From an optimization exercise on the open Yosys and OpenROAD flow, aimed at small area; shortcuts taken in it are not production practice.
Function was checked by simulation only, so behaviour that the tests miss may differ from the original.
No activity file was given, so power comes from the tool's default toggle rates.

==> flow/design.v <==
module rv32(
    input         clk,
    input         rst,
    output [31:0] imem_addr,
    input  [31:0] imem_rdata,
    output [31:0] dmem_addr,
    output [31:0] dmem_wdata,
    output        dmem_we,
    input  [31:0] dmem_rdata,
    output        rf_we,
    output [4:0]  rf_waddr,
    output [31:0] rf_wdata
);
localparam C_OTH = 3'd0;    
localparam C_ALU = 3'd1;    
localparam C_JLR = 3'd2;    
localparam C_JAL = 3'd3;    
localparam C_LD  = 3'd4;    
localparam C_STS = 3'd5;    
localparam C_STH = 3'd6;    
localparam C_BR  = 3'd7;    
reg  [31:0] r_pc;
reg  [31:0] r_if;
reg  [31:0] r_id;
reg  [2:0]  e_cls;
reg  [31:7] e_ins;
reg         e_asel;
reg         e_bsel;
reg  [2:0]  e_imms;
reg  [3:0]  e_alus;
reg  [2:0]  e_brx;
reg  [31:0] e_a;
reg  [31:0] e_bf;
reg  [31:0] e_br;
reg         r_stall;
reg         r_pcsel;
reg  [31:0] m_a;
reg  [31:0] m_x;
reg         m_wr;
reg  [4:0]  m_rd;
reg  [2:0]  m_cls;
reg  [31:0] w_d;
reg  [4:0]  w_rd;
reg         w_we;
reg         w_fw;
reg  [1023:0] rfq;        
reg  [31:0] rf_v;
wire [31:0] pc_inc = r_pc + 32'd1;
wire [31:0] pc_m1  = r_pc - 32'd1;    
wire [31:0] pc_m2  = r_pc - 32'd2;    
assign imem_addr = r_pcsel ? m_a : pc_inc;
function [31:0] rf_init;
    input [4:0] n;
    reg   [4:0] q, r;
    begin
        q = n / 5'd10;
        r = n % 5'd10;
        if (n == 5'd0) rf_init = 32'h2;
        else rf_init = {26'b0, q[1:0], r[3:0]};
    end
endfunction
wire [4:0] d_rs1 = r_id[19:15];
wire [4:0] d_rs2 = r_id[24:20];
wire [31:0] sel_a = (32'd1 << d_rs1) & rf_v;
wire [31:0] sel_b = (32'd1 << d_rs2) & rf_v;
reg  [31:0] rd_a, rd_b;
integer i;
always @(*) begin
    rd_a = rf_v[d_rs1] ? 32'h0 : rf_init(d_rs1);
    rd_b = rf_v[d_rs2] ? 32'h0 : rf_init(d_rs2);
    for (i = 0; i < 32; i = i + 1) begin
        rd_a = rd_a | ({32{sel_a[i]}} & rfq[32*i +: 32]);
        rd_b = rd_b | ({32{sel_b[i]}} & rfq[32*i +: 32]);
    end
end
reg [31:0] imm;
always @(*) begin
    case (e_imms)
    3'd1: imm = {20'b0, e_ins[31:20]};
    3'd2: imm = {20'b0, e_ins[31:25], e_ins[11:7]};
    3'd3: imm = {19'b0, e_ins[31], e_ins[7], e_ins[30:25], e_ins[11:8], 1'b0};
    3'd4: imm = {e_ins[31:12], 12'b0};
    3'd5: imm = {11'b0, e_ins[31], e_ins[19:12], e_ins[20], e_ins[30:21], 1'b0};
    default: imm = 32'h0;
    endcase
end
wire [31:0] alu_a = e_asel ? pc_m2 : e_a;
wire [31:0] alu_b = e_bsel ? imm : e_bf;
wire        alu_sub = (e_alus == 4'b0100) | (e_alus == 4'b1011) | (e_alus == 4'b1100);
wire [32:0] alu_sum = {1'b0, alu_a} + {1'b0, alu_b ^ {32{alu_sub}}} + {32'b0, alu_sub};
wire        alu_ltu = ~alu_sum[32];
wire        alu_lt  = (alu_a[31] ^ alu_b[31]) ? alu_a[31] : alu_sum[31];
wire        sh_r = (e_alus == 4'b1000);
reg  [31:0] sh_in, sh_rev;
integer k;
always @(*) begin
    for (k = 0; k < 32; k = k + 1) sh_in[k] = sh_r ? alu_a[31-k] : alu_a[k];
end
wire [31:0] sh_l = sh_in << alu_b[4:0];
always @(*) begin
    for (k = 0; k < 32; k = k + 1) sh_rev[k] = sh_r ? sh_l[31-k] : sh_l[k];
end
reg [31:0] alu_out;
always @(*) begin
    case (e_alus)
    4'b0000: alu_out = alu_a & alu_b;
    4'b0001: alu_out = alu_a | alu_b;
    4'b0010: alu_out = alu_a ^ alu_b;
    4'b0011: alu_out = alu_sum[31:0];
    4'b0100: alu_out = alu_sum[31:0];
    4'b0110: alu_out = alu_b;
    4'b0111: alu_out = sh_rev;
    4'b1000: alu_out = sh_rev;
    4'b1010: alu_out = sh_rev;
    4'b1011: alu_out = {31'b0, alu_ltu};
    4'b1100: alu_out = {31'b0, alu_lt};
    default: alu_out = 32'h0;
    endcase
end
wire br_eq  = (e_a == e_bf);
wire br_ltu = (e_a < e_bf);
wire br_lt  = ($signed(e_a) < $signed(e_bf));
reg  br_ok;
always @(*) begin
    case (e_brx)
    3'b001: br_ok = br_eq;
    3'b010: br_ok = ~br_eq;
    3'b011: br_ok = br_lt;
    3'b100: br_ok = ~br_lt;
    3'b101: br_ok = br_ltu;
    3'b110: br_ok = ~br_ltu;
    default: br_ok = 1'b0;
    endcase
end
wire [4:0] e_rd   = e_ins[11:7];
wire       e_isj  = (e_cls == C_JAL) | (e_cls == C_JLR);
wire       e_fls  = (e_cls == C_LD) | (e_cls == C_STS) | (e_cls == C_STH);
wire       e_fw   = e_fls | (e_cls == C_ALU) | (e_cls == C_JLR);
wire [31:0] e_val = (e_cls == C_ALU) ? alu_out : (e_cls == C_JLR) ? pc_m1 : 32'h0;
wire       m_fls = (m_cls == C_LD) | (m_cls == C_STS) | (m_cls == C_STH);
wire       m_fw  = m_fls | (m_cls == C_ALU) | (m_cls == C_JLR);
wire       m_we  = m_fw | (m_cls == C_JAL);
wire [31:0] m_val = m_fls ? dmem_rdata : (m_cls == C_ALU) ? m_a : m_x;
assign dmem_addr  = m_a;
assign dmem_wdata = m_x;
assign dmem_we    = m_wr;
assign rf_we    = w_we;
assign rf_waddr = w_rd;
assign rf_wdata = w_d;
wire c1 = (e_rd == d_rs1);
wire c0 = (e_rd == d_rs2);
wire c3 = (m_rd == d_rs1);
wire c2 = (m_rd == d_rs2);
wire c5 = (w_rd == d_rs1);
wire c4 = (w_rd == d_rs2);
wire a_e = c1 & e_fw;
wire b_e = ~a_e & c0 & e_fw;
wire a_m = c3 & ~c1 & m_fw;
wire b_m = ~a_m & c2 & ~c0 & m_fw;
wire a_w = c5 & ~c3 & ~c1 & w_fw;
wire b_w = ~a_w & c4 & ~c2 & ~c0 & w_fw;
wire [31:0] fwd_a = a_e ? e_val : a_m ? m_val : a_w ? w_d : rd_a;
wire [31:0] fwd_b = b_e ? e_val : b_m ? m_val : b_w ? w_d : rd_b;
wire n_stall = ((c1 | c0) & e_fls) | (e_cls == C_JAL) | (e_cls == C_BR);
wire n_pcsel = (e_cls == C_JAL) | ((e_cls == C_BR) & br_ok);
reg        n_asel, n_bsel;
reg [2:0]  n_imms, n_brx;
reg [3:0]  n_alus;
reg [2:0]  n_cls;
always @(*) begin
    n_asel = e_asel;
    n_bsel = e_bsel;
    n_imms = e_imms;
    n_alus = e_alus;
    n_brx  = e_brx;
    case (r_id[6:0])
    7'b0110111: begin n_cls = C_ALU; n_asel = 1'b0; n_bsel = 1'b1; n_imms = 3'd4; n_alus = 4'b0110; n_brx = 3'd0; end
    7'b0010111: begin n_cls = C_ALU; n_asel = 1'b1; n_bsel = 1'b1; n_imms = 3'd4; n_alus = 4'b0011; n_brx = 3'd0; end
    7'b1101111: begin n_cls = C_JAL; n_asel = 1'b1; n_bsel = 1'b1; n_imms = 3'd5; n_alus = 4'b0011; n_brx = 3'd0; end
    7'b1100111: begin n_cls = C_JLR; n_asel = 1'b0; n_bsel = 1'b1; n_imms = 3'd1; n_alus = 4'b0010; n_brx = 3'd0; end
    7'b1100011: begin
        n_cls = C_BR; n_imms = 3'd3; n_asel = 1'b1; n_bsel = 1'b1; n_alus = 4'b0011;
        case (r_id[14:12])
        3'b000: n_brx = 3'b001;
        3'b001: n_brx = 3'b010;
        3'b010: n_brx = 3'b011;
        3'b101: n_brx = 3'b100;
        3'b110: n_brx = 3'b101;
        3'b111: n_brx = 3'b110;
        default: ;
        endcase
    end
    7'b0000011: begin
        n_cls = C_LD; n_imms = 3'd1; n_brx = 3'd0;
        case (r_id[14:12])
        3'b000, 3'b001, 3'b010, 3'b100, 3'b101: begin n_asel = 1'b0; n_bsel = 1'b1; n_alus = 4'b0011; end
        default: ;
        endcase
    end
    7'b0100011: begin
        n_imms = 3'd2; n_brx = 3'd0;
        case (r_id[14:12])
        3'b000, 3'b010: begin n_asel = 1'b0; n_bsel = 1'b1; n_alus = 4'b0011; end
        default: ;
        endcase
        n_cls = (r_id[14:12] == 3'b000 || r_id[14:12] == 3'b001 || r_id[14:12] == 3'b010) ? C_STS : C_STH;
    end
    7'b0010011: begin
        n_cls = C_ALU; n_imms = 3'd1; n_brx = 3'd0;
        case (r_id[14:12])
        3'b000: begin n_asel = 1'b0; n_bsel = 1'b1; n_alus = 4'b0011; end
        3'b010: begin n_asel = 1'b0; n_bsel = 1'b1; n_alus = 4'b1100; end
        3'b011: begin n_asel = 1'b0; n_bsel = 1'b1; n_alus = 4'b1011; end
        3'b100: begin n_asel = 1'b0; n_bsel = 1'b1; n_alus = 4'b0010; end
        3'b110: begin n_asel = 1'b0; n_bsel = 1'b1; n_alus = 4'b0001; end
        3'b111: begin n_asel = 1'b0; n_bsel = 1'b1; n_alus = 4'b0000; end
        3'b001: begin n_asel = 1'b0; n_bsel = 1'b1; n_alus = 4'b0111; end
        default: begin
            case (r_id[31:25])
            7'b0000000: begin n_asel = 1'b0; n_bsel = 1'b1; n_alus = 4'b1000; end
            7'b0100000: begin n_asel = 1'b0; n_bsel = 1'b1; n_alus = 4'b1010; end
            default: ;
            endcase
        end
        endcase
    end
    7'b0110011: begin
        n_cls = C_ALU; n_imms = 3'd0; n_brx = 3'd0;
        case (r_id[14:12])
        3'b000: begin
            case (r_id[31:25])
            7'b0000000: begin n_asel = 1'b0; n_bsel = 1'b0; n_alus = 4'b0011; end
            7'b0100000: begin n_asel = 1'b0; n_bsel = 1'b0; n_alus = 4'b0100; end
            default: ;
            endcase
        end
        3'b001: begin n_asel = 1'b0; n_bsel = 1'b0; n_alus = 4'b0111; end
        3'b010: begin n_asel = 1'b0; n_bsel = 1'b0; n_alus = 4'b1100; end
        3'b011: begin n_asel = 1'b0; n_bsel = 1'b0; n_alus = 4'b1011; end
        3'b100: begin n_asel = 1'b0; n_bsel = 1'b0; n_alus = 4'b0010; end
        3'b110: begin n_asel = 1'b0; n_bsel = 1'b0; n_alus = 4'b0001; end
        3'b111: begin n_asel = 1'b0; n_bsel = 1'b0; n_alus = 4'b0000; end
        default: ;
        endcase
    end
    7'b1110011: begin
        n_cls = C_OTH; n_brx = 3'd0;
        if (r_id[31:20] == 12'h0 || r_id[31:20] == 12'h1) begin
            n_asel = 1'b0; n_bsel = 1'b0; n_imms = 3'd0; n_alus = 4'b0000;
        end
    end
    default: begin
        n_cls = C_OTH; n_asel = 1'b0; n_bsel = 1'b0; n_imms = 3'd0; n_alus = 4'b0000; n_brx = 3'd0;
    end
    endcase
end
always @(posedge clk or posedge rst) begin
    if (rst) begin
        r_pc    <= 32'hffffffff;
        r_if    <= 32'h0;
        r_id    <= 32'h0;
        e_cls   <= C_OTH;
        e_asel  <= 1'b0;
        e_bsel  <= 1'b1;
        e_imms  <= 3'd0;
        e_alus  <= 4'b0110;
        e_brx   <= 3'd0;
        r_stall <= 1'b0;
        r_pcsel <= 1'b0;
        m_a     <= 32'h0;
        m_wr    <= 1'b0;
        m_cls   <= C_OTH;
        w_we    <= 1'b0;
        w_fw    <= 1'b0;
        rf_v    <= 32'h0;
    end else begin
        r_pc    <= imem_addr;
        r_if    <= imem_rdata;
        r_id    <= r_stall ? 32'h00000013 : r_if;
        if (r_stall) begin
            e_cls  <= C_ALU;
            e_asel <= 1'b0;
            e_bsel <= 1'b1;
            e_imms <= 3'd0;
            e_alus <= 4'b0110;
            e_brx  <= 3'd0;
        end else begin
            e_cls  <= n_cls;
            e_asel <= n_asel;
            e_bsel <= n_bsel;
            e_imms <= n_imms;
            e_alus <= n_alus;
            e_brx  <= n_brx;
        end
        r_stall <= n_stall;
        r_pcsel <= n_pcsel;
        m_a     <= alu_out;
        m_wr    <= (e_cls == C_STS) | ((e_cls == C_STH) & m_wr);
        m_cls   <= e_cls;
        w_we    <= m_we;
        w_fw    <= m_fw;
        if (w_we) rf_v[w_rd] <= 1'b1;
    end
end
always @(posedge clk) begin
    e_ins[31:12] <= r_id[31:12];
    e_ins[11:7]  <= r_stall ? 5'd0 : r_id[11:7];
    e_a   <= fwd_a;
    e_bf  <= fwd_b;
    e_br  <= rd_b;
    m_x   <= e_isj ? pc_m1 : e_br;
    m_rd  <= e_rd;
    w_d   <= m_val;
    w_rd  <= m_rd;
end
wire [31:0] rf_wsel = {31'b0, w_we} << w_rd;
genvar g;
generate
    for (g = 0; g < 32; g = g + 1) begin : g_rf
        always @(posedge clk)
            rfq[32*g +: 32] <= ({32{rf_wsel[g]}} & w_d) | ({32{~rf_wsel[g]}} & rfq[32*g +: 32]);
    end
endgenerate
endmodule
==> flow/run.sh <==
#!/bin/bash
# synth_recipe.tcl (not shown) runs the flow's synth.tcl, then flattens the netlist and writes it again
# the make line also repeats each setting of config.mk as NAME=value (left out here)
make -C /OpenROAD-flow-scripts/flow DESIGN_CONFIG=/design/flow/config.mk WORK_HOME=/design/flow/orfs CLKGATE_MAP_FILE= SYNTH_SCRIPT=/design/flow/synth_recipe.tcl finish
==> flow/config.mk <==
export PLATFORM = sky130hd
export DESIGN_NAME = rv32
export DESIGN_NICKNAME = rv32
export VERILOG_FILES = /design/flow/design.v
export SDC_FILE = /design/flow/constraint.sdc
export NUM_CORES = 4
export LEC_CHECK = 0
export CAP_MARGIN = 20
export CORE_MARGIN = 2
export CORE_UTILIZATION = 40
export SLEW_MARGIN = 20
==> flow/constraint.sdc <==
create_clock -name core_clock -period 8.0 [get_ports {clk}]
set_input_delay 1.6000 -clock core_clock [delete_from_list [all_inputs] [get_ports {clk}]]
set_output_delay 1.6000 -clock core_clock [all_outputs]
set_load 0.01 [all_outputs]
==> reports/summary.txt, run 1 <==
Fmax: 157 MHz
Avg WL per Cell: 44.2 um
Critical Path Most Common Cell: nor2_1
H-tree lvl count: 4
Final Skew: 72.9 ps
Syn_area_per_cell: 11.6 um2
Reg2reg start: r_pc[21]$_DFF_PP1_
Final slew viol count: 0
Synth Cell Area: 0.0687 mm2
CP bufs+invs: 1
Fin util: 46.1%
Core Region: 0.171 mm2
Hpwl dp: 230 mm
Final ANT Viol Nets: 0
R2r worst-path depth: 17
GR Overflow Total: 0
Routed wire length: 369 mm
# nets final: 6186
CP Depth: 12
Max_slew headroom: 19.3%
R2r setup slk: 1930 ps
Leakage: 27.1 nW
Reg2reg end: e_bf[0]$_DFF_P_
Placed cells: 8065
Clock Path Buffers: 3
Starting Density: 40.1%
Mapped Nets: 6128
CP top delay family: simple AND/OR/NAND/NOR gates
Yosys cell types: 102
TritonCTS buffer count: 150
Antenna violations before repair: 16
Vias in the first global route: 58128
Fin cells: 8354
Register bit count reported by yosys: 1402
CP required: 6400 ps
Hold/Removal Path Class: reg -> reg
Async SR Flop Fraction: 13.1%
TritonCTS clock tree: built
Residual DRC: 0
Tightest Pin Transition: 1200 ps
CP Launch Type: register
Fin crit share: 79.6%
Final hold vios: 0
Pwr dens: 242 mW/mm2
Arr. time, crit path: 4770 ps
Worst VDD drop: 0.000202 V
Met1 Track Usage GR: 47.6%
PortBufs: 200
Minimum clock period: 6370 ps
Row cnt: 152
Setup_tns: 0 ps
Grt met2 use: 60.0%
Worst Hold Launch: r_id[29]$_DFF_PP0_
Number of setup buffers added after CTS: 0
Post_cts resized: 0
GP Congestion: 1.06
Setup violators final: 0
Clock transition at path regs: 60 ps
Layout cells sized above 1: 11.2%
Max stage delay on crit path: 930 ps
WHS: 370 ps
DR iter-0 viols: 12929
Worst Path Max Fanout: 25
CP endpoint kind: output pin
Die width: 418 um
Crit path cell chain: and3_1 > nand4_1 > nor2_1 > nand4_1 > nor2_1 > nand2_1 > nor2_1 > nand3_1 > nor2_1 > xnor2_1 > o21ai_0 > clkdlybuf4s50_1
Clock latency (worst-skew pair): 850 ps
Sequential share of the synthesized area: 57.2%
Pre-antenna DRT Iters: 12
Total Die Area: 0.175 mm2
MaxCap Viol Count: 0
M3 GR Usage: 16.0%
Hold EP: e_ins[29]$_DFF_P_
Via count: 62463
Hold path depth: 0
Outcome: timing/DRC/antenna clean
Area grow syn2layout: 14.9%
Primary FF master, synth: edfxtp_1
Post-synthesis cell count: 5926
Post-synth EDFFs: 1024
Die H: 418 um
Via/cell ratio: 7.48
Clock root buffer master: clkbuf_16
Setup ws final: 1630 ps
CP max stage cell: dfstp_2
Global routing's busiest layer: met2
# IOs: 201
First-pass GRT wire length: 492 mm
Pre-CTS setup slack: 2190 ps
Clock sinks: 1402
Hold_buf cts: 0
Synth Warn #: 1
Tot GR Track Use: 40.8%
Largest net degree at the start of global routing: 67
RSZ-0062 raised after global routing: no
CP Class: reg -> out
[cell families (layout without fill, tap and decap cells)]
logic type               Yosys count  count (layout)  share of synthesized area [%]
XOR/XNOR                         161             161                           2.05
buffers and inverters            639             824                           3.53
adder cells (fa/ha/maj)          137             137                           2.50
flip-flops                      1402            1402                           57.2
AO/OA/AOI/OAI                   1976            1976                           21.3
other                              0              10                              0
AND/OR/NAND/NOR                 1481            1481                           11.1
multiplexers                     130             130                           2.34
[cells in the mapped netlist, types with 130 or more instances]
library cell	number	share of area, %
a21oi_1	170	1.2
a221oi_1	219	2.8
a22o_1	193	2.5
a22oi_1	678	7.4
clkbuf_1	423	2.3
dfrtp_1	148	5.4
dfxtp_1	195	5.7
edfxtp_1	1024	45
ha_1	135	2.5
inv_1	130	0.71
nand2_1	348	1.9
nand4_1	240	2.2
nor2_1	301	1.6
o21ai_0	217	1.6
[area by class of cell]
type,instances,area (um2)
Clock inverter,83,1170
Multi-Input combinational cell,3885,27500
Fill cell,15494,92200
Tap cell,2233,2790
Clock buffer,196,4090
Sequential cell,1402,39300
Antenna cell,10,25.0
Timing Repair Buffer,410,3600
Inverter,135,514
[power by group]
| part | total, mW | leakage [nW] | switching (mW) | internal (mW) |
|---|---|---|---|---|
| logic | 3.17 | 11.4 | 2.21 | 0.956 |
| clock network | 7.47 | 2.53 | 3.19 | 4.28 |
| registers | 8.48 | 13.2 | 0.347 | 8.13 |
| total | 19.1 | 27.1 | 5.75 | 13.4 |
[worst reg2reg max path, stage by stage, from the launching register on]
cell and delay, ps:
dfstp_2 460, or4_1 680, nor4_1 1040, nor3b_1 570, nor2_1 130, a21oi_1 570
ha_1 440, inv_1 110, o21bai_1 80, a21oi_1 290, o21ai_0 160, a31oi_1 470
nor3_1 90, a21oi_1 160, o21a_1 130, o211ai_1 90, nor2_1 270, o21ai_0 140
[placed cells by master (no fill, tap or decap), types with 52 or more instances in the layout]
cell             count
and3_2              52
xnor2_1            100
nand2_1            348
mux2i_1             93
nand3_1            107
dfxtp_1            192
clkbuf_16          152
nor2b_1             52
edfxtp_1          1024
buf_4              208
ha_1               135
a21oi_1            169
a221oi_1           219
dfrtp_1            146
o21ai_0            217
a22o_1             193
xor2_1              61
nor2_1             266
a22oi_1            678
nand4_1            240
clkdlybuf4s50_1    200
nor3_1              88
inv_1              129
[how the worst max path moves through the flow]
| stage | end | start |
|---|---|---|
| final | imem_addr[29] | r_pc[7]$_DFF_PP1_ |
| after global routing | imem_addr[31] | r_pc[7]$_DFF_PP1_ |
| after CTS | imem_addr[29] | r_pc[7]$_DFF_PP1_ |
| after detailed placement | e_a[21]$_DFF_P_ | e_asel$_DFFE_PP0P_ |
| after global placement | e_a[25]$_DFF_P_ | r_pc[6]$_DFF_PP1_ |
| after floorplan | e_alus[0]$_DFFE_PP0P_ | rst |
[layer usage]
metal / share of wire [%] / wire [um] / up-vias
li1: - / - / 23700
met1: 33 / 121000 / 30448
met2: 42 / 155000 / 6313
met3: 15 / 55500 / 1970
met4: 10 / 36700 / 32
met5: 0.13 / 486 / -
[metrics by stage]
step                      total power [mW]  cell area (um2)
after floorplan                       10.0            68700
after global placement                11.6            73700
after detailed placement              11.6            73700
after CTS                             18.9            78900
after global routing                  19.5            78900
final                                 19.1            78900
==> run 2, diff against run 1 <==
--- a/flow/design.v
+++ b/flow/design.v
@@ -46,7 +46,6 @@
 reg  [1023:0] rfq;        
 reg  [31:0] rf_v;
 wire [31:0] pc_inc = r_pc + 32'd1;
-wire [31:0] pc_m1  = r_pc - 32'd1;    
 wire [31:0] pc_m2  = r_pc - 32'd2;    
 assign imem_addr = r_pcsel ? m_a : pc_inc;
 function [31:0] rf_init;
@@ -133,10 +132,9 @@
     endcase
 end
 wire [4:0] e_rd   = e_ins[11:7];
-wire       e_isj  = (e_cls == C_JAL) | (e_cls == C_JLR);
 wire       e_fls  = (e_cls == C_LD) | (e_cls == C_STS) | (e_cls == C_STH);
 wire       e_fw   = e_fls | (e_cls == C_ALU) | (e_cls == C_JLR);
-wire [31:0] e_val = (e_cls == C_ALU) ? alu_out : (e_cls == C_JLR) ? pc_m1 : 32'h0;
+wire [31:0] e_val = (e_cls == C_ALU) ? alu_out : (e_cls == C_JLR) ? e_br : 32'h0;
 wire       m_fls = (m_cls == C_LD) | (m_cls == C_STS) | (m_cls == C_STH);
 wire       m_fw  = m_fls | (m_cls == C_ALU) | (m_cls == C_JLR);
 wire       m_we  = m_fw | (m_cls == C_JAL);
@@ -163,6 +161,7 @@
 wire [31:0] fwd_b = b_e ? e_val : b_m ? m_val : b_w ? w_d : rd_b;
 wire n_stall = ((c1 | c0) & e_fls) | (e_cls == C_JAL) | (e_cls == C_BR);
 wire n_pcsel = (e_cls == C_JAL) | ((e_cls == C_BR) & br_ok);
+wire d_isj = (r_id[6:0] == 7'b1101111) | (r_id[6:0] == 7'b1100111);
 reg        n_asel, n_bsel;
 reg [2:0]  n_imms, n_brx;
 reg [3:0]  n_alus;
@@ -307,8 +306,8 @@
     e_ins[11:7]  <= r_stall ? 5'd0 : r_id[11:7];
     e_a   <= fwd_a;
     e_bf  <= fwd_b;
-    e_br  <= rd_b;
-    m_x   <= e_isj ? pc_m1 : e_br;
+    e_br  <= d_isj ? r_pc : rd_b;
+    m_x   <= e_br;
     m_rd  <= e_rd;
     w_d   <= m_val;
     w_rd  <= m_rd;
==> flow/flow/run.sh (new file) <==
#!/bin/bash
# Own flow: the standard ORFS layout (the standard.sh, standard synthesis
# unchanged) with three changes:
#  - port buffers are sky130_fd_sc_hd__buf_1 instead of the buffer_ports default
#  - clock tree built from clkbuf_4/clkbuf_8 instead of clkbuf_16
#  - no dummy loads in the clock tree
set -euo pipefail
cp standard.sh standard_sh_copy.log
export BUFFER_PORTS_ARGS="-buffer_cell sky130_fd_sc_hd__buf_1"
export CTS_ARGS="-sink_clustering_enable -repair_clock_nets -dont_use_dummy_load -buf_list {sky130_fd_sc_hd__clkbuf_4 sky130_fd_sc_hd__clkbuf_8}"
bash standard.sh > orfs_flow.log 2>&1
==> flow/standard.sh (new file) <==
#!/bin/bash
# synth_recipe.tcl (not shown) runs the flow's synth.tcl, then flattens the netlist and writes it again
# the make line also repeats each setting of config.mk as NAME=value (left out here)
make -C /OpenROAD-flow-scripts/flow DESIGN_CONFIG=/design/flow/config.mk WORK_HOME=/design/flow/orfs CLKGATE_MAP_FILE= SYNTH_SCRIPT=/design/flow/synth_recipe.tcl "${@:-finish}"
removed: flow/run.sh
==> reports/summary.txt, run 2 <==
Outcome: timing/DRC/antenna clean
Global routing's busiest layer: met2
Mapped Nets: 6070
DR iter-0 viols: 14083
WHS: 338 ps
CP Class: reg -> reg
Reg2reg start: e_bsel$_DFFE_PP1P_
Setup ws final: 1080 ps
Row cnt: 151
Hold/Removal Path Class: reg -> reg
M3 GR Usage: 17.8%
Final slew viol count: 0
Crit path cell chain: clkinv_1 > a211oi_1 > nor3_1 > nor2_1 > fa_1 > a211oi_1 > o211ai_1 > a41oi_1 > a311oi_1 > o21ai_0 > o221ai_1 > a21oi_1 > xnor2_1 > a211o_1 > a22oi_1 > a21oi_1
CP max stage cell: dfstp_2
Setup_tns: 0 ps
Clock Path Buffers: 3
# nets final: 6218
Layout cells sized above 1: 12.1%
Starting Density: 40.4%
Clock root buffer master: clkbuf_8
Placement Cell Area: 0.0722 mm2
Area occupied by multi-input gates: 0.0273 mm2
TritonCTS buffer count: 228
Grt met2 use: 57.5%
Pwr dens: 212 mW/mm2
Count leader, synth: edfxtp_1
Die width: 418 um
Filler Cells Inserted: 15711
Most common cell after layout, fill and taps aside: edfxtp_1
Via/cell ratio: 7.62
Avg WL per Cell: 44.6 um
Routed wire length: 369 mm
Syn_area_per_cell: 11.7 um2
CP Launch Type: register
First-pass GRT wire length: 491 mm
Fin util: 44.4%
Core Region: 0.170 mm2
Final hold vios: 0
PortBufs: 200
Setup violators final: 0
Area grow syn2layout: 10.0%
Vias in the first global route: 58343
Residual DRC: 0
Largest net degree at the start of global routing: 80
Max_slew headroom: 14.7%
# IOs: 201
Die H: 418 um
Clock sinks: 1402
Fin crit share: 86.4%
Primary FF master, synth: edfxtp_1
Hpwl dp: 228 mm
R2r setup slk: 1080 ps
Hold path depth: 0
Clock transition at path regs: 70 ps
Tightest Pin Transition: 1240 ps
Number of setup buffers added after CTS: 0
Worst VDD drop: 0.000135 V
Total Die Area: 0.175 mm2
Max stage delay on crit path: 980 ps
Clock latency (worst-skew pair): 1030 ps
Final ANT Viol Nets: 0
Tot GR Track Use: 40.9%
Synth area leaders: edfxtp_1 45%, a22oi_1 7.3%, dfxtp_1 5.7%
Register bit count reported by yosys: 1402
Post-synth EDFFs: 1024
TritonCTS clock tree: built
Post_cts resized: 0
Leakage: 26.0 nW
CP required: 8770 ps
Sequential share of the synthesized area: 57.3%
Proportion of netlist area held by the largest area contributor: 44.8%
Worst Path Max Fanout: 43
Post-synthesis cell count: 5867
Worst Hold Launch: e_br[25]$_DFF_P_
Hold_buf cts: 0
Final Skew: 130 ps
RSZ-0062 raised after global routing: no
GR Overflow Total: 0
Fmax: 145 MHz
Hold EP: m_x[25]$_DFF_P_
Post-synth top area cell: edfxtp_1
R2r worst-path depth: 16
Minimum clock period: 6920 ps
GP Congestion: 1.06
Most frequent cells in the layout: 1024 x edfxtp_1, 666 x a22oi_1, 297 x nor2_1
Pre-CTS setup slack: 1350 ps
Pre-antenna DRT Iters: 10
Sequential cell area: 0.0393 mm2
Via count: 62915
H-tree lvl count: 4
Antenna violations before repair: 33
Arr. time, crit path: 7680 ps
Reg2reg end: e_a[28]$_DFF_P_
Post-synth top cells: 1024 x edfxtp_1, 666 x a22oi_1, 399 x clkbuf_1, 329 x nor2_1, 281 x nand2_1
MaxCap Viol Count: 0
Synth Warn #: 1
Synth Cell Area: 0.0686 mm2
CP endpoint kind: register
Post-route cell area: 0.0755 mm2
Met1 Track Usage GR: 47.8%
Yosys cell types: 110
Async SR Flop Fraction: 13.1%
-- run 2: cell count changes after synthesis, moves of 24 or more --
cell	previous run	this run
o21ai_0	217	191
nand2_1	348	281
a31oi_1	42	72
mux2_2	13	49
clkbuf_1	423	399
nor2_1	301	329
-- run 2: cell type report --
class | count | share of cell area (%)
clock buffers | 228 | 4.16
repair buffers | 411 | 3.11
flip-flops and latches | 1402 | 52.1
well taps | 2218 | 3.68
multi-input cells | 3832 | 36.2
diodes | 25 | 0.0829
inverters | 140 | 0.706
-- run 2: how the worst max path moves through the flow --
stage / start / endpoint / cells after the start / slack, ps
after floorplan: rst / e_alus[0]$_DFFE_PP0P_ / 1 / 1490
after CTS: e_bsel$_DFFE_PP1P_ / e_a[28]$_DFF_P_ / 16 / 1230
after global placement: e_bsel$_DFFE_PP1P_ / e_bf[28]$_DFF_P_ / 16 / 1350
final: e_bsel$_DFFE_PP1P_ / e_a[28]$_DFF_P_ / 16 / 1080
after global routing: e_bsel$_DFFE_PP1P_ / e_a[28]$_DFF_P_ / 16 / 640
after detailed placement: e_bsel$_DFFE_PP1P_ / e_a[28]$_DFF_P_ / 16 / 1350
-- run 2: stage by stage --
| step | total power, mW | instances |
|---|---|---|
| after CTS | 15.8 | 8230 |
| after global routing | 16.3 | 8232 |
| final | 16.0 | 8256 |
| after detailed placement | 10.8 | 8002 |
| after global placement | 10.8 | 8002 |
| after floorplan | 9.67 | 5867 |
-- run 2: layer usage --
layer / wire (um) / vias to the layer above
li1: - / 23616
met1: 121000 / 30438
met2: 149000 / 6719
met3: 58900 / 2099
met4: 38900 / 43
met5: 548 / -
-- run 2: critical path, delay by kind of cell (launching register included) --
kind                       cells  cell delay [ps]
adders and majority gates      1              290
AOI/OAI and AO/OA             11             4020
xor gates and xnor gates       1              170
DFF                            1              980
and+or+nand+nor                2              470
buffers and inverters          1              770
-- run 2: logic make-up after synthesis --
logic type	synth area share [%]
AND/OR/NAND/NOR	10.6
XOR/XNOR	1.66
multiplexers	2.83
AO/OA/AOI/OAI	21.6
flip-flops	57.3
buffers and inverters	3.55
adder cells (fa/ha/maj)	2.51
-- run 2: report_power, final --
| group | switching (mW) | leakage, nW | total [mW] | internal, mW |
|---|---|---|---|---|
| Sequential | 0.323 | 13.2 | 8.38 | 8.06 |
| Clock | 2.73 | 1.64 | 5.21 | 2.48 |
| Combinational | 1.72 | 11.2 | 2.41 | 0.681 |
| Total | 4.78 | 26.0 | 16.0 | 11.2 |
==> run 3, diff against run 2 <==
==> flow/flow/run.sh (replaced) <==
#!/bin/bash
# Own flow: the standard ORFS layout (the standard.sh, standard synthesis
# unchanged) with three changes:
#  - port buffers are sky130_fd_sc_hd__buf_1 instead of the buffer_ports default
#  - clock tree built from clkbuf_4/clkbuf_8 instead of clkbuf_16
#  - no dummy loads in the clock tree, sink clusters of up to 16 flip-flops
set -euo pipefail
cp standard.sh standard_sh_copy.log
export BUFFER_PORTS_ARGS="-buffer_cell sky130_fd_sc_hd__buf_1"
export CTS_ARGS="-sink_clustering_enable -repair_clock_nets -dont_use_dummy_load -buf_list {sky130_fd_sc_hd__clkbuf_4 sky130_fd_sc_hd__clkbuf_8} -sink_clustering_size 16 -sink_clustering_max_diameter 50"
bash standard.sh > orfs_flow.log 2>&1
==> reports/summary.txt, run 3 <==
Residual DRC: 0
CP bufs+invs: 1
Clock transition at path regs: 90 ps
Max_slew headroom: 12.8%
Total Die Area: 0.175 mm2
Clock latency (worst-skew pair): 1010 ps
Main combinational cell family by area after synthesis: compound AO/OA/AOI/OAI gates
Final ANT Viol Nets: 0
Clock sinks: 1402
TritonCTS buffer count: 142
Synth Area in Adders: 2.51%
DR iter-0 viols: 14261
Synth Cell Area: 0.0686 mm2
Critical Path Most Common Cell: a21oi_1
Tot GR Track Use: 40.7%
R2r worst-path depth: 16
Clk pwr share: 27.4%
Placement Cell Area: 0.0722 mm2
CP top delay family: compound AO/OA/AOI/OAI gates
Setup violators final: 0
NetSw: 4.52 mW
Pre-antenna DRT Iters: 14
Gate power share: 16.2%
Via count: 62296
CP Launch Type: register
CP Launch Point: e_bsel$_DFFE_PP1P_
Die H: 418 um
Post-synth EDFFs: 1024
Routed wire length: 367 mm
# nets final: 6133
Worst VDD drop: 0.000107 V
Mapped Nets: 6070
H-tree lvl count: 4
Leakage: 25.4 nW
Sw frac: 30.5%
Pwr dens: 200 mW/mm2
Post-synth top area cell: edfxtp_1
GR Overflow Total: 0
Primary FF master, synth: edfxtp_1
Most frequent cells in the layout: 1024 x edfxtp_1, 666 x a22oi_1, 297 x nor2_1
CP max stage cell: dfstp_2
MaxCap Viol Count: 0
Worst Path Max Fanout: 43
Fmax: 144 MHz
Clock root buffer master: clkbuf_8
Final hold vios: 0
Starting Density: 40.4%
Sequential share of the synthesized area: 57.3%
Post-synthesis mux area share: 2.83%
Area grow syn2layout: 8.29%
Cell-internal power: 10.3 mW
Async SR Flop Fraction: 13.1%
Largest net degree at the start of global routing: 80
Crit path cell chain: clkinv_1 > a211o_1 > a21oi_1 > nor2_1 > fa_1 > a211oi_1 > o211ai_1 > a41oi_1 > a311oi_1 > o21ai_0 > o221ai_1 > a21oi_1 > xnor2_1 > a211o_1 > a22oi_1 > a21oi_1
TritonCTS clock tree: built
Final slew viol count: 0
Synth Area in Compound Gates: 21.6%
Avg WL per Cell: 44.9 um
Xor and xnor area share after synthesis: 1.66%
Final Skew: 135 ps
Post-synthesis cell count: 5867
Worst Hold Launch: e_br[18]$_DFF_P_
# IOs: 201
Hold_buf cts: 0
Core Region: 0.170 mm2
Clock Path Buffers: 3
Vias in the first global route: 57673
Hpwl dp: 228 mm
First-pass GRT wire length: 489 mm
Layout cells sized above 1: 10.8%
Most common cell after layout, fill and taps aside: edfxtp_1
Count leader, synth: edfxtp_1
GP Congestion: 1.06
Tightest Pin Transition: 1310 ps
Post_cts resized: 0
Arr. time, crit path: 7720 ps
Post-route cell area: 0.0743 mm2
Hold path depth: 0
RSZ-0062 raised after global routing: no
Die width: 418 um
Minimum clock period: 6960 ps
Row cnt: 151
Seq pwr share: 56.4%
Fin crit share: 87.0%
Post-synth top cells: 1024 x edfxtp_1, 666 x a22oi_1, 399 x clkbuf_1, 329 x nor2_1, 281 x nand2_1
CP Depth: 16
Hold/Removal Path Class: reg -> reg
Antenna violations before repair: 38
CP endpoint kind: register
Synth area leaders: edfxtp_1 45%, a22oi_1 7.3%, dfxtp_1 5.7%
Proportion of netlist area held by the largest area contributor: 44.8%
Via/cell ratio: 7.62
Setup_tns: 0 ps
Max stage delay on crit path: 990 ps
Syn_area_per_cell: 11.7 um2
Synth Warn #: 1
Simple-gate share of the synthesized area: 10.6%
Outcome: timing/DRC/antenna clean
Yosys cell types: 110
CP Class: reg -> reg
Register bit count reported by yosys: 1402
Filler Cells Inserted: 15791
Reg2reg start: e_bsel$_DFFE_PP1P_
PortBufs: 200
CP required: 8760 ps
Number of setup buffers added after CTS: 0
## run 3: power groups by stage
stage	logic [mW]	registers, mW	clock network [mW]
4_1_cts	2.27	8.34	4.01
6_report	2.40	8.36	4.06
2_1_floorplan	1.29	8.38	0
3_3_place_gp	2.27	8.50	0
5_1_grt	2.48	8.36	4.26
3_5_place_dp	2.26	8.50	0
## run 3: path summary, 6_finish.rpt
check | end | slack [ps]
worst max-delay path | e_a[28]$_DFF_P_ | 1040
worst min-delay path | m_x[18]$_DFF_P_ | 330
worst max register to register | e_a[28]$_DFF_P_ | 1040
worst min register to register | m_x[18]$_DFF_P_ | 330
max in group asynchronous | e_asel$_DFFE_PP0P_ | 5900
min in group asynchronous | rf_v[19]$_DFFE_PP0P_ | 710
## run 3: routing by layer
layer	wire (um)	track usage, %	up-vias
li1	-	-	23449
met1	119000	47.5	30102
met2	148000	57.5	6561
met3	59100	17.8	2142
met4	40200	33.8	42
met5	448	0.639	-
## run 3: cell families after synthesis
logic type / after synthesis
flops: 1402
buf+inv: 633
fa+ha+maj: 137
xor+xnor: 130
simple gates: 1415
compound gates: 1992
mux: 158
## run 3: cell type report
type	count	area, um2	share of cell area (%)
multi-input combinational	3832	27300	36.8
timing repair buffer	412	2350	3.17
clock buffer	142	1950	2.63
sequential	1402	39300	52.9
antenna	24	60.1	0.0809
inverter	140	533	0.718
tap	2218	2780	3.74
## run 3: metrics by stage
stage | worst slack (ps) | std cells | util (%) | power (mW) | hold slack, ps
after global placement | 1350 | 8002 | 42.5 | 10.8 | 329
after global routing | 680 | 8147 | 43.7 | 15.1 | 336
after CTS | 1280 | 8144 | 43.7 | 14.6 | 330
after detailed placement | 1350 | 8002 | 42.5 | 10.8 | 335
final | 1040 | 8170 | 43.7 | 14.8 | 326
after floorplan | 1490 | 5867 | - | 9.67 | 323

==> static timing again, ports no longer ideal <==
The results above use ideal ports. As a check the final layouts listed here were re-extracted and re-timed, cells and wires unchanged. Step 1 assumes that a clkbuf_16 drives the clock port and a buf_2 every other input. Step 2 times the ports against the registers' clock, not the clock port: input delays grow and output delays shrink by t, the midpoint of the rising clock arrivals with the driver on. a / b / c = ideal / step 1 / step 2; a / b = the first two.
| run | shift t [ns] | setup slack, ns | worst setup path after step 2 |
|---|---|---|---|
| run 1 | 0.915 | 1.630 / 1.539 / 1.932 | register to register |
| run 2 | 1.060 | 1.085 / 1.085 / 1.085 | register to register |
| run 3 | 1.028 | 1.040 / 1.040 / 1.040 | register to register |
After both steps every run listed still meets setup and hold.
